Context: an optimization exercise on an open-source flow, tuned for small area. The choices shown serve that exercise and are no tape-out recipe. In this exercise RTL edits were held to simulation tests only and were not proved equivalent to the original. Power and IR drop assume default switching activity.

==> flow/design.v <==
`timescale 1ns / 1ps
module ButtonController(
    input i_clk,
    input i_reset,
    input i_button,
    output o_button
    );
    parameter   PUSHED = 1'b1,
                RELEASED = 1'b0,
                TRUE = 1'b1,
                FALSE = 1'b0;
    parameter   DEBOUNCE = 500_000;  
    reg r_prevState;
    reg r_button;
    reg [31:0] r_counter;
    assign  o_button = r_button;
    always @(posedge i_clk or posedge i_reset) begin  
        if(i_reset) begin
            r_button <= FALSE;
            r_prevState <= RELEASED;
            r_counter <= 0;
        end
        else begin
            if((i_button == PUSHED) && (r_prevState == RELEASED) && (r_counter < DEBOUNCE)) begin
                r_counter <= r_counter +1;
                r_button <= FALSE;
            end
            else if((i_button == PUSHED) && (r_prevState == RELEASED) && (r_counter == DEBOUNCE)) begin
                r_counter <= 0;
                r_prevState <= PUSHED;
                r_button <= FALSE;
            end
            else if((i_button == RELEASED) && (r_prevState == PUSHED) && (r_counter < DEBOUNCE)) begin
                r_counter <= r_counter +1;
                r_button <= FALSE;
            end
            else if((i_button == RELEASED) && (r_prevState == PUSHED) && (r_counter == DEBOUNCE)) begin
                r_counter <= 0;
                r_prevState <= RELEASED;
                r_button <= TRUE;
            end
            else begin
                r_counter <= 0;
                r_button <= FALSE;
            end
        end
    end
endmodule
`timescale 1ns / 1ps
module clock_divider(
    input i_clk,
    input i_reset,
    output o_clk,
    output o_tick
    );
    reg r_clk;
    reg [6:0] r_counter;
    assign o_clk = r_clk;
    assign o_tick = (r_counter == 50 -1) && !r_clk;
    always @(posedge i_clk or posedge i_reset) begin
        if(i_reset) begin
            r_clk <= 0;
            r_counter <=0;
        end
        else begin
            if(r_counter == 50 -1) begin
                r_counter <=0;
                r_clk <= ~r_clk;
            end
            else begin
                r_counter <= r_counter +1;
            end
        end
    end
endmodule
`timescale 1ns / 1ps
module counter(
    input i_clk,
    input i_en,
    input i_reset,
    output [9:0] o_counter
    );
    reg [9:0] r_counter;
    assign o_counter = r_counter;
    always @(posedge i_clk or posedge i_reset) begin
        if(i_reset) begin
            r_counter <= 0;
        end
        else if(i_en) begin
            if(r_counter == 999) begin
                r_counter <= 0;
            end
            else begin
                r_counter <= r_counter +1;
            end
        end
    end
endmodule
`timescale 1ns / 1ps
module Comparator(
    input [9:0] i_counter,
    output o_light_1, o_light_2, o_light_3, o_light_4
    );
    assign o_light_1 = (i_counter < 300) ? 1'b1 : 1'b0;
    assign o_light_2 = (i_counter < 600) ? 1'b1 : 1'b0;
    assign o_light_3 = (i_counter < 800) ? 1'b1 : 1'b0;
    assign o_light_4 = (i_counter < 999) ? 1'b1 : 1'b0;
endmodule
`timescale 1ns / 1ps
module FSM_LED_UpDown(
    input i_clk,
    input i_reset,
    input  [2:0] i_button,
    output [2:0] o_lightState
    );
    parameter
        S_LS_000 = 3'b000,
        S_LS_001 = 3'b001,
        S_LS_010 = 3'b010,
        S_LS_011 = 3'b011,
        S_LS_100 = 3'b100;
    reg [2:0] curState, nextState;
    reg [2:0] r_lightState ; 
    assign o_lightState = r_lightState;
    always @(posedge i_clk or posedge i_reset) begin
        if(i_reset) curState <= S_LS_000;
        else        curState <= nextState;
    end
    always @(curState or i_button) begin
        case(curState)
            S_LS_000 : begin 
                if      (i_button[0]) nextState <= S_LS_000;
                else if (i_button[1]) nextState <= S_LS_001;
                else if (i_button[2]) nextState <= S_LS_000;
                else nextState <= S_LS_000;
            end
            S_LS_001 : begin
                if      (i_button[0]) nextState <= S_LS_000;
                else if (i_button[1]) nextState <= S_LS_010;
                else if (i_button[2]) nextState <= S_LS_000;
                else nextState <= S_LS_001;
            end
            S_LS_010 : begin
                if      (i_button[0]) nextState <= S_LS_000;
                else if (i_button[1]) nextState <= S_LS_011;
                else if (i_button[2]) nextState <= S_LS_001;
                else nextState <= S_LS_010;
            end
            S_LS_011 : begin
                if      (i_button[0]) nextState <= S_LS_000;
                else if (i_button[1]) nextState <= S_LS_100;
                else if (i_button[2]) nextState <= S_LS_010;
                else nextState <= S_LS_011;
            end
            S_LS_100 : begin
                if      (i_button[0]) nextState <= S_LS_000;
                else if (i_button[1]) nextState <= S_LS_100;
                else if (i_button[2]) nextState <= S_LS_011;
                else nextState <= S_LS_100;
            end
            default : nextState <= S_LS_000;
        endcase
    end
    always @(curState) begin
        case (curState)
            S_LS_000 : r_lightState <= 3'b000;
            S_LS_001 : r_lightState <= 3'b001;
            S_LS_010 : r_lightState <= 3'b010;
            S_LS_011 : r_lightState <= 3'b011;
            S_LS_100 : r_lightState <= 3'b100;
            default  : r_lightState <= 3'b000;
        endcase
    end
endmodule
`timescale 1ns / 1ps
module Mux(
    input [4:0] i_x,
    input [2:0] i_select,
    output o_y 
    );
    reg r_y;
    assign o_y = r_y;
    always @(*) begin
        case (i_select)
            3'b000 : r_y <= 1'b0;
            3'b001 : r_y <= i_x[0];
            3'b010 : r_y <= i_x[1];
            3'b011 : r_y <= i_x[2];
            3'b100 : r_y <= i_x[3];
            default : r_y <= 1'b0;
        endcase
    end
endmodule
`timescale 1ns / 1ps
module TOP_UPdown(
    input i_clk,
    input i_reset,
    input [2:0] i_button,
    output o_LED_UP_down
    );
    wire [2:0] w_button;
    wire w_clk;
    wire w_tick;
    wire [9:0] w_counter;
    wire [4:0] w_light;
    wire [2:0] w_lightState;
    clock_divider clock_divide (
    .i_clk(i_clk),
    .i_reset(i_reset),
    .o_clk(w_clk),
    .o_tick(w_tick)
    );
    counter counter(
    .i_clk(i_clk),
    .i_en(w_tick),
    .i_reset(i_reset),
    .o_counter(w_counter)
    );
    Comparator Compare(
    .i_counter(w_counter),
    .o_light_1(w_light[0]),
    .o_light_2(w_light[1]),
    .o_light_3(w_light[2]),
    .o_light_4(w_light[3])
    );
    assign w_light[4] = 1'b0;
    ButtonController ButtonController0 (
    .i_clk(i_clk),
    .i_reset(i_reset),
    .i_button(i_button[0]),
    .o_button(w_button[0])
    );
    ButtonController ButtonController1 (
    .i_clk(i_clk),
    .i_reset(i_reset),
    .i_button(i_button[1]),
    .o_button(w_button[1])
    );
    ButtonController ButtonController2 (
    .i_clk(i_clk),
    .i_reset(i_reset),
    .i_button(i_button[2]),
    .o_button(w_button[2])
    );
    FSM_LED_UpDown FSM_LED_UpDown0(
    .i_clk(i_clk),
    .i_reset(i_reset),
    .i_button(w_button),
    .o_lightState(w_lightState)
    );
    Mux Mux(
    .i_x(w_light),
    .i_select(w_lightState),
    .o_y(o_LED_UP_down) 
    );
endmodule
==> flow/run.sh <==
#!/bin/bash
# synth_recipe.tcl (not shown) runs the flow's synth.tcl, then flattens the netlist and writes it again
# the make line also repeats each setting of config.mk as NAME=value (left out here)
make -C /OpenROAD-flow-scripts/flow DESIGN_CONFIG=/design/flow/config.mk WORK_HOME=/design/flow/orfs CLKGATE_MAP_FILE= SYNTH_SCRIPT=/design/flow/synth_recipe.tcl finish
==> flow/config.mk <==
export PLATFORM = sky130hd
export DESIGN_NAME = TOP_UPdown
export DESIGN_NICKNAME = TOP_UPdown
export VERILOG_FILES = /design/flow/design.v
export SDC_FILE = /design/flow/constraint.sdc
export NUM_CORES = 4
export LEC_CHECK = 0
export CAP_MARGIN = 20
export CORE_MARGIN = 2
export CORE_UTILIZATION = 40
export SLEW_MARGIN = 20
==> flow/constraint.sdc <==
create_clock -name core_clock -period 10.0 [get_ports {i_clk}]
set_input_delay 2.0000 -clock core_clock [delete_from_list [all_inputs] [get_ports {i_clk}]]
set_output_delay 2.0000 -clock core_clock [all_outputs]
set_load 0.01 [all_outputs]
==> results of run 1 <==
## layer usage
layer | up-vias | wire, µm | track usage, %
li1 | 2000 | - | -
met1 | 1983 | 4870 | 19.2
met2 | 47 | 4870 | 24.5
met3 | 20 | 281 | 4.37
met4 | 0 | 227 | 7.40
met5 | - | 0 | 0
## worst max-delay path: cells and delay by family (launching register included)
kind                   cells  cell delay, ps
AND/OR/NAND/NOR            1             100
flip-flops                 1             460
buffers and inverters      1             530
AO/OA/AOI/OAI              3             550
## worst max-delay path by stage
stage                                          startpoint                                        to  slack (ps)  depth (start not counted)
floorplan                                         i_reset      ButtonController0.r_button$_DFF_PP0_        4730                          1
global placement                                  i_reset  ButtonController0.r_counter[4]$_DFF_PP0_        6150                          3
detailed placement                                i_reset  ButtonController0.r_counter[4]$_DFF_PP0_        6100                          3
CTS                      counter.r_counter[2]$_DFFE_PP0P_                             o_LED_UP_down        5930                          5
global route        FSM_LED_UpDown0.curState[1]$_DFF_PP0_                             o_LED_UP_down        5830                          5
finish                   counter.r_counter[2]$_DFFE_PP0P_                             o_LED_UP_down        5950                          5
## power by group
group	switching, W	total [W]	internal, W	leakage (nW)
Clock	0.000205	0.000579	0.000373	0.278
Combinational	0.0000127	0.0000158	0.00000315	0.735
Sequential	0.00000245	0.000509	0.000507	1.61
## registers in the layout, summed over array words and instances, names as in the netlist
| signal | count |
|---|---|
| ButtonController0.r_counter | 32 |
| ButtonController1.r_counter | 32 |
| ButtonController2.r_counter | 32 |
| counter.r_counter | 10 |
| clock_divide.r_counter | 7 |
| FSM_LED_UpDown0.curState | 3 |
| ButtonController0.r_button | 1 |
| ButtonController0.r_prevState | 1 |
| ButtonController1.r_button | 1 |
| ButtonController1.r_prevState | 1 |
| ButtonController2.r_button | 1 |
| ButtonController2.r_prevState | 1 |
| clock_divide.r_clk | 1 |
## layout by cell type (no fill, tap or decap), types with 3 or more instances in the layout
cell	instances
a31oi_1	3
o21ai_0	13
and3_1	3
conb_1	39
inv_1	18
nor3_1	52
nand2_1	31
nand4_1	27
or4_1	12
buf_4	4
nor4_1	13
nor2_1	23
nand2b_1	7
clkdlybuf4s50_1	5
o31ai_1	10
clkbuf_16	17
a21o_1	4
or3_1	13
xor2_1	24
mux2_2	3
and2_1	3
nor3b_1	5
a211oi_1	15
a21oi_1	11
nor4bb_1	4
ha_1	9
clkinv_2	6
and4_1	8
nand3_1	28
xnor2_1	24
dfrtp_1	123
## through the flow
step           area [µm²]  power [W]  instances
3_3_place_gp         5970   0.000533        737
5_1_grt              6530    0.00114        767
6_report             6530    0.00110        767
4_1_cts              6530    0.00112        767
3_5_place_dp         5970   0.000534        737
2_1_floorplan        5740   0.000528        570
## layout make-up
cell class                      instances  share of cell area (%)
Multi-Input combinational cell        406                    38.5
Timing Repair Buffer                    9                    1.23
Clock buffer                           21                    7.06
Clock inverter                          9                    1.50
Tap cell                              180                    3.45
Inverter                               19                    1.13
Sequential cell                       123                    47.2
## kinds of logic after synthesis
kind of cell	after synthesis
flip-flops	123
adder cells (fa/ha/maj)	9
multiplexers	3
buffers and inverters	41
other	1
AO/OA/AOI/OAI	65
AND/OR/NAND/NOR	242
XOR/XNOR	48
==> flow_metrics.tcl, run 1 <==
set metrics [dict create \
    status "no timing/DRC/antenna violations" \
    cp_max_fo 7 \
    synth.most_common_cell "dfrtp_1" \
    area_growth_pct 16.5 \
    yosys_warnings 5 \
    port_buffers 5 \
    cp_slowest_cell "clkdlybuf4s50_1" \
    firstDrtPassIters 4 \
    multi_input_area_um2 2510 \
    yosysSeqAreaShare_pct 55.0 \
    synth_top_family_by_area "simple AND/OR/NAND/NOR gates" \
    synth_compound_area_share_pct 7.75 \
    drv_cap 0 \
    insertion_delay_ps 410 \
    synthAdderAreaFrac_pct 2.01 \
    ys_ff_latch 123 \
    fin_hold_ws_ps 468 \
    wl_um 10200 \
    core_um2 13800 \
    synth_top_area_cell "dfrtp_1" \
    grt_overflow 0 \
    antenna_found_initial 0 \
    holdPathEnd "FSM_LED_UpDown0.curState[1]$_DFF_PP0_" \
    ant_nets 0 \
    fin_nets 590 \
    gr-usage-all-layers_pct 15.4 \
    end_kind "output port" \
    die_y_um 122 \
    grt_max_degree 66 \
    syn_area_um2 5600 \
    syn_avg_cell_area_um2 10.5 \
    maxSlewHeadroom_pct 46.6 \
    std_cell_rows 43 \
    io_pins 6 \
    cts_tree "yes" \
    tightest_slew_ps 801 \
    cts_setup_buffers 0 \
    synth-xor-area-share_pct 7.51 \
    skew_ps 5.12 \
    p_per_area_nw_per_um2 169 \
    hold_path_depth 1 \
    synth-simple-area-share_pct 24.3 \
    worstHoldStart "ButtonController0.r_button$_DFF_PP0_" \
    drive_above_1_share_pct 7.16 \
    n_fill_cell 1303 \
    post-route-min-period_ps 4050 \
    synth-edff-count 0 \
    vdd_ir_drop_max_mv 0.117 \
    synth-async-reset-ratio_pct 100 \
    vias 4050 \
    post-place-ws_ps 6100 \
    synth.area.mux_share_pct 0.603 \
    holdBufCountCts 0 \
    cts-root-buf "clkbuf_16" \
    start_util_pct 40.7 \
    finalHoldViolCount 0 \
    die_w_um 122 \
    max_freq_mhz 247 \
    synth_top_cells_by_count "123 x dfrtp_1, 52 x nor3_1, 31 x nand2_1" \
    critPathKind "reg -> out" \
    synthDistinctLibCells 46 \
    cp.arrival_ps 2050 \
    post-route-util_pct 47.4 \
    worst-r2r-setup-slack_ps 7780 \
    synth_area_leaders "dfrtp_1 55%, nor3_1 4.6%, xnor2_1 3.8%, xor2_1 3.8%, nand4_1 3.0%" \
    reg2reg_from "ButtonController0.r_counter[14]$_DFF_PP0_" \
    slew_viol_final 0 \
    clkSinkCount 123 \
    vias_per_cell 5.28 \
    r2r_cells 5 \
    dp_hpwl_um 6680 \
    setup-violations-final 0 \
    synthCells 532 \
    min_period_over_period_pct 40.5 \
    crit_path_max_incr_delay_ps 530 \
    timing.final.ws_setup_ps 5950 \
    cts.htree.levels 4 \
    crit_chain "a21o_1, a211oi_1, o31ai_1, nand4_1, clkdlybuf4s50_1" \
    cts_buffer_depth 2 \
    routedWlPerCell_um 13.4 \
    drcViolationCount 0 \
    antenna_cells 0 \
    fin_tns_setup_ps 0 \
    p_leak_nw 2.62 \
    drtIter0Drc 308 \
    synth_top_area_share_pct 55.0 \
    dieArea_um2 15000 \
    min_path_type "reg -> reg" \
    rr_endpoint "ButtonController0.r_counter[1]$_DFF_PP0_" \
    ff_latch_area_um2 3080 \
    required_ps 8000 \
    cts_resized 0 \
    clkTransAtPathRegs_ps 50 \
    grt_pass1_wl_um 18000 \
    rsz0062_at_grt "no" \
    gp_congestion 0.773 \
    crit_path_start_kind "flop" \
    cts_buffers 17 \
    grt_pass1_vias 3970 \
    ys.flop_type "dfrtp_1" \
]
==> inputs of run 2 (changes only) <==
==> flow/design.v (replaced) <==
`timescale 1ns / 1ps
module ButtonController(
    input  i_clk,
    input  i_reset,
    input  i_button,
    output o_click       
    );
    localparam [18:0] TERM = 19'b1011100111001011110;
    reg        r_level;
    reg [18:0] r_cnt;
    wire w_differ = i_button ^ r_level;
    wire w_term   = (r_cnt == TERM);
    wire w_step   = w_differ & ~w_term;
    wire w_fb     = r_cnt[18] ^ r_cnt[5];
    assign o_click = w_term & r_level & ~i_button;
    always @(posedge i_clk or posedge i_reset) begin
        if (i_reset) begin
            r_level <= 1'b0;
            r_cnt   <= 19'd0;
        end else begin
            if (w_term) r_level <= i_button;
            r_cnt <= w_step ? {~r_cnt[17:0], w_fb} : 19'd0;
        end
    end
endmodule
`timescale 1ns / 1ps
module clock_divider(
    input  i_clk,
    input  i_reset,
    output o_tick
    );
    reg [6:0] r_ph;
    assign o_tick    = ((r_ph & 7'd91) == 7'd10);
    wire   w_wrap    = ((r_ph & 7'd47) == 7'd42);
    wire   w_fb      = r_ph[6] ^ r_ph[0];
    always @(posedge i_clk or posedge i_reset) begin
        if (i_reset) r_ph <= 7'd0;
        else         r_ph <= w_wrap ? 7'd0 : {~r_ph[5:0], w_fb};
    end
endmodule
`timescale 1ns / 1ps
module counter(
    input i_clk,
    input i_en,
    input i_reset,
    output [9:0] o_counter
    );
    reg [9:0] r_counter;
    assign o_counter = r_counter;
    wire w_last = &{r_counter[9:5], r_counter[2:0]};
    always @(posedge i_clk or posedge i_reset) begin
        if (i_reset)
            r_counter <= 10'd0;
        else if (i_en)
            r_counter <= w_last ? 10'd0 : r_counter + 10'd1;
    end
endmodule
`timescale 1ns / 1ps
module Comparator(
    input [9:0] i_counter,
    output o_light_1, o_light_2, o_light_3, o_light_4
    );
    assign o_light_1 = (i_counter < 300);
    assign o_light_2 = (i_counter < 600);
    assign o_light_3 = (i_counter < 800);
    assign o_light_4 = (i_counter < 999);
endmodule
`timescale 1ns / 1ps
module FSM_LED_UpDown(
    input i_clk,
    input i_reset,
    input  [2:0] i_click,        
    output [2:0] o_lightState
    );
    localparam [1:0] A_NONE = 2'd0, A_ZERO = 2'd1, A_UP = 2'd2, A_DOWN = 2'd3;
    reg [1:0] r_act;
    reg [2:0] r_state;
    assign o_lightState = r_state;
    always @(posedge i_clk or posedge i_reset) begin
        if (i_reset) begin
            r_act   <= A_NONE;
            r_state <= 3'd0;
        end else begin
            if      (i_click[0]) r_act <= A_ZERO;
            else if (i_click[1]) r_act <= A_UP;
            else if (i_click[2]) r_act <= A_DOWN;
            else                 r_act <= A_NONE;
            case (r_act)
                A_ZERO: r_state <= 3'd0;
                A_UP:   if (r_state != 3'd4) r_state <= r_state + 3'd1;
                A_DOWN: if (r_state != 3'd0) r_state <= r_state - 3'd1;
                default: ;
            endcase
        end
    end
endmodule
`timescale 1ns / 1ps
module Mux(
    input [4:0] i_x,
    input [2:0] i_select,
    output o_y
    );
    reg r_y;
    assign o_y = r_y;
    always @(*) begin
        case (i_select)
            3'b001 : r_y = i_x[0];
            3'b010 : r_y = i_x[1];
            3'b011 : r_y = i_x[2];
            3'b100 : r_y = i_x[3];
            default : r_y = 1'b0;
        endcase
    end
endmodule
`timescale 1ns / 1ps
module TOP_UPdown(
    input i_clk,
    input i_reset,
    input [2:0] i_button,
    output o_LED_UP_down
    );
    wire [2:0] w_click;
    wire w_tick;
    wire [9:0] w_counter;
    wire [4:0] w_light;
    wire [2:0] w_lightState;
    clock_divider clock_divide (
    .i_clk(i_clk),
    .i_reset(i_reset),
    .o_tick(w_tick)
    );
    counter counter(
    .i_clk(i_clk),
    .i_en(w_tick),
    .i_reset(i_reset),
    .o_counter(w_counter)
    );
    Comparator Compare(
    .i_counter(w_counter),
    .o_light_1(w_light[0]),
    .o_light_2(w_light[1]),
    .o_light_3(w_light[2]),
    .o_light_4(w_light[3])
    );
    assign w_light[4] = 1'b0;
    ButtonController ButtonController0 (
    .i_clk(i_clk),
    .i_reset(i_reset),
    .i_button(i_button[0]),
    .o_click(w_click[0])
    );
    ButtonController ButtonController1 (
    .i_clk(i_clk),
    .i_reset(i_reset),
    .i_button(i_button[1]),
    .o_click(w_click[1])
    );
    ButtonController ButtonController2 (
    .i_clk(i_clk),
    .i_reset(i_reset),
    .i_button(i_button[2]),
    .o_click(w_click[2])
    );
    FSM_LED_UpDown FSM_LED_UpDown0(
    .i_clk(i_clk),
    .i_reset(i_reset),
    .i_click(w_click),
    .o_lightState(w_lightState)
    );
    Mux Mux(
    .i_x(w_light),
    .i_select(w_lightState),
    .o_y(o_LED_UP_down)
    );
endmodule
==> run 2 against run 1 <==
Against the previous run:
- hold slack worse by 66 ps
- flip-flop and latch count decreased by 41
- sequential share of layout area grew 7.3 points
- first-iteration DRC count is 76% lower
- via count is 46% lower
- synthesized cell count fell by 44%
- global-route usage shrank 1.1 points
- die area shrank 39%
- largest cell class unchanged
- non-clock buffer count fell by 3
- cell count down 46%
- still clean
- clock skew up 6.3 ps
==> flow_metrics.tcl, run 2 <==
set metrics [dict create \
    status "no timing/DRC/antenna violations" \
    dieArea_um2 9200 \
    grt_max_degree 62 \
    grt_pass1_wl_um 10000 \
    die_y_um 95.9 \
    min_period_over_period_pct 41.5 \
    gr-usage-all-layers_pct 14.3 \
    cts_tree "yes" \
    syn_area_um2 3380 \
    syn_avg_cell_area_um2 11.4 \
    cp_max_fo 6 \
    crit_chain "inv_1, ha_1, nand2_1, o21ai_0, o2bb2ai_1, clkdlybuf4s50_1" \
    grt_pass1_vias 2157 \
    synth-edff-count 0 \
    skew_ps 11.4 \
    synthCells 297 \
    vias_per_cell 5.22 \
    cp_slowest_cell "clkdlybuf4s50_1" \
    fin_nets 320 \
    cts_setup_buffers 0 \
    grt_overflow 0 \
    area_growth_pct 11.4 \
    crit_path_start_kind "flop" \
    end_kind "output port" \
    max_freq_mhz 241 \
    antenna_cells 0 \
    r2r_cells 4 \
    cts.htree.levels 3 \
    ys.flop_type "dfrtp_1" \
    tightest_slew_ps 863 \
    drtIter0Drc 73 \
    min_path_type "reg -> reg" \
    clkSinkCount 82 \
    wl_um 5760 \
    core_um2 8220 \
    maxSlewHeadroom_pct 42.0 \
    cts_buffer_depth 2 \
    dp_hpwl_um 3920 \
    largestRegisters "ButtonController0.r_cnt (19), ButtonController1.r_cnt (19), ButtonController2.r_cnt (19)" \
    rsz0062_at_grt "no" \
    insertion_delay_ps 350 \
    synthDistinctLibCells 51 \
    slew_viol_final 0 \
    drcViolationCount 0 \
    finalHoldViolCount 0 \
    setup-violations-final 0 \
    synth_top_area_share_pct 60.7 \
    layout_common_cells "82 x dfrtp_1, 71 x nor2_1, 15 x o21ai_0, 11 x nand2_1" \
    drv_cap 0 \
    cts_buffers 9 \
    ys_ff_latch 82 \
    critPathKind "reg -> out" \
    final_common_cell "dfrtp_1" \
    p_leak_nw 1.68 \
    yosys_warnings 5 \
    required_ps 8000 \
    cp.depth 6 \
    crit_buf_inv 2 \
    yosysSeqAreaShare_pct 60.7 \
    synth-async-reset-ratio_pct 100 \
    holdBufCountCts 0 \
    clkTransAtPathRegs_ps 80 \
    io_pins 6 \
    firstDrtPassIters 4 \
    synth_area_leaders "dfrtp_1 61%, nor2_1 7.9%, ha_1 2.6%, xnor2_1 2.3%, o21ai_0 2.2%" \
    die_w_um 95.9 \
    hold_path_depth 1 \
    start_util_pct 41.1 \
    cts-root-buf "clkbuf_8" \
    drive_above_1_share_pct 9.58 \
    antenna_found_initial 0 \
    crit_path_max_incr_delay_ps 550 \
    port_buffers 5 \
    cp.arrival_ps 2150 \
    p_per_area_nw_per_um2 174 \
    synth_top_cells_by_count "82 x dfrtp_1, 71 x nor2_1, 15 x o21ai_0" \
    std_cell_rows 33 \
    ant_nets 0 \
    routedWlPerCell_um 13.8 \
    vias 2181 \
    critPathTopFamily "buffers and inverters" \
    post-route-min-period_ps 4150 \
    synth.most_common_cell "dfrtp_1" \
    gp_congestion 0.793 \
    fin_tns_setup_ps 0 \
    cts_resized 0 \
    vdd_ir_drop_max_mv 0.0656 \
    synth_top_area_cell "dfrtp_1" \
    post-route-util_pct 45.8 \
]
## run 2: cell count changes after synthesis, sizes merged, moves of 14 or more
| cell | previous run | this run |
|---|---|---|
| dfrtp | 123 | 82 |
| nor3 | 52 | 7 |
| nor2 | 23 | 71 |
| nand3 | 29 | 7 |
| a211oi | 15 | 1 |
| nand2 | 31 | 11 |
| nand4 | 27 | 6 |
| xnor2 | 24 | 9 |
| clkbuf | 20 | 5 |
| xor2 | 24 | 0 |
## run 2: routing by layer
layer  track usage [%]  routed length, µm  up-vias
li1                  -                  -     1061
met1              19.4               2910     1083
met2              21.3               2600       24
met3              2.82                124       13
met4              8.10                137        0
met5                 0                  0        -
## run 2: final timing paths
kind	from	end	slack, ps
min in group asynchronous	i_reset	ButtonController1.r_cnt[4]$_DFF_PP0_	1920
max in group asynchronous	i_reset	clock_divide.r_ph[2]$_DFF_PP0_	7020
max	FSM_LED_UpDown0.r_state[0]$_DFFE_PP0P_	o_LED_UP_down	5850
max reg2reg	ButtonController1.r_cnt[5]$_DFF_PP0_	ButtonController1.r_cnt[0]$_DFF_PP0_	8180
min	clock_divide.r_ph[5]$_DFF_PP0_	clock_divide.r_ph[6]$_DFF_PP0_	400
min reg2reg	clock_divide.r_ph[5]$_DFF_PP0_	clock_divide.r_ph[6]$_DFF_PP0_	400
## run 2: power breakdown
group          leakage, nW  total [W]  internal (W)  switching, W
Combinational        0.540  0.0000377     0.0000164     0.0000213
Clock               0.0995   0.000249      0.000124      0.000125
Sequential            1.05   0.000367      0.000353     0.0000133
Total                 1.68   0.000654      0.000494      0.000160
## run 2: area by class of cell
class	instances	area, µm²
fill	747	4450
sequential	82	2050
multi-input combinational	198	1270
clock buffer	10	138
tap	105	131
clock inverter	6	71.3
timing repair buffer	6	57.6
inverter	11	42.5
## run 2: cells by family (layout without fill, tap and decap cells)
logic type | Yosys count | count (layout) | share of synthesized area (%)
buffers and inverters | 17 | 33 | 1.93
AO/OA/AOI/OAI | 43 | 43 | 8.63
adder cells (fa/ha/maj) | 7 | 7 | 2.59
XOR/XNOR | 9 | 9 | 2.33
multiplexers | 5 | 5 | 1.78
flip-flops | 82 | 82 | 60.7
AND/OR/NAND/NOR | 134 | 134 | 22.0
## run 2: metrics by stage
stage          instances  power (W)  hold WS, ps  setup WS, ps  area (µm²)
2_1_floorplan        297   0.000398          394          5890        3380
3_3_place_gp         402   0.000410          401          6230        3540
3_5_place_dp         402   0.000411          404          6170        3540
4_1_cts              418   0.000663          403          5830        3750
5_1_grt              418   0.000685          425          5670        3760
6_report             418   0.000654          402          5850        3760
## run 2: worst reg2reg max path, stage by stage, from the launching register on
cell and delay (ps):
dfrtp_1 410, nor4bb_1 330, nand4_1 250, o21bai_1 580, nor2_1 110

what the ideal ports hide:
How much do the figures lean on ideal ports? The routed layouts below were timed once more, with nothing changed but the port constraints.
Step 1 sets driving cells, clkbuf_16 on the clock port and buf_2 on the other inputs (assumed; they add their load-dependent delay and slew).
Step 2 times the ports against the registers' clock, not the clock port: input delays grow and output delays shrink by t, the midpoint of the rising clock arrivals with the driver on.
a / b / c = ideal ports / drivers / drivers and shift; a / b = the first two.
| run | shift t [ns] | slack for setup (ns) | clock arrival spread, ns |
|---|---|---|---|
| run 1 | 0.449 | 5.947 / 5.908 / 6.241 | 0.006 / 0.005 |
| run 2 | 0.377 | 5.851 / 5.823 / 6.166 | 0.015 / 0.015 |
After both steps every run listed still meets setup and hold. Setup slack includes reset recovery checks.
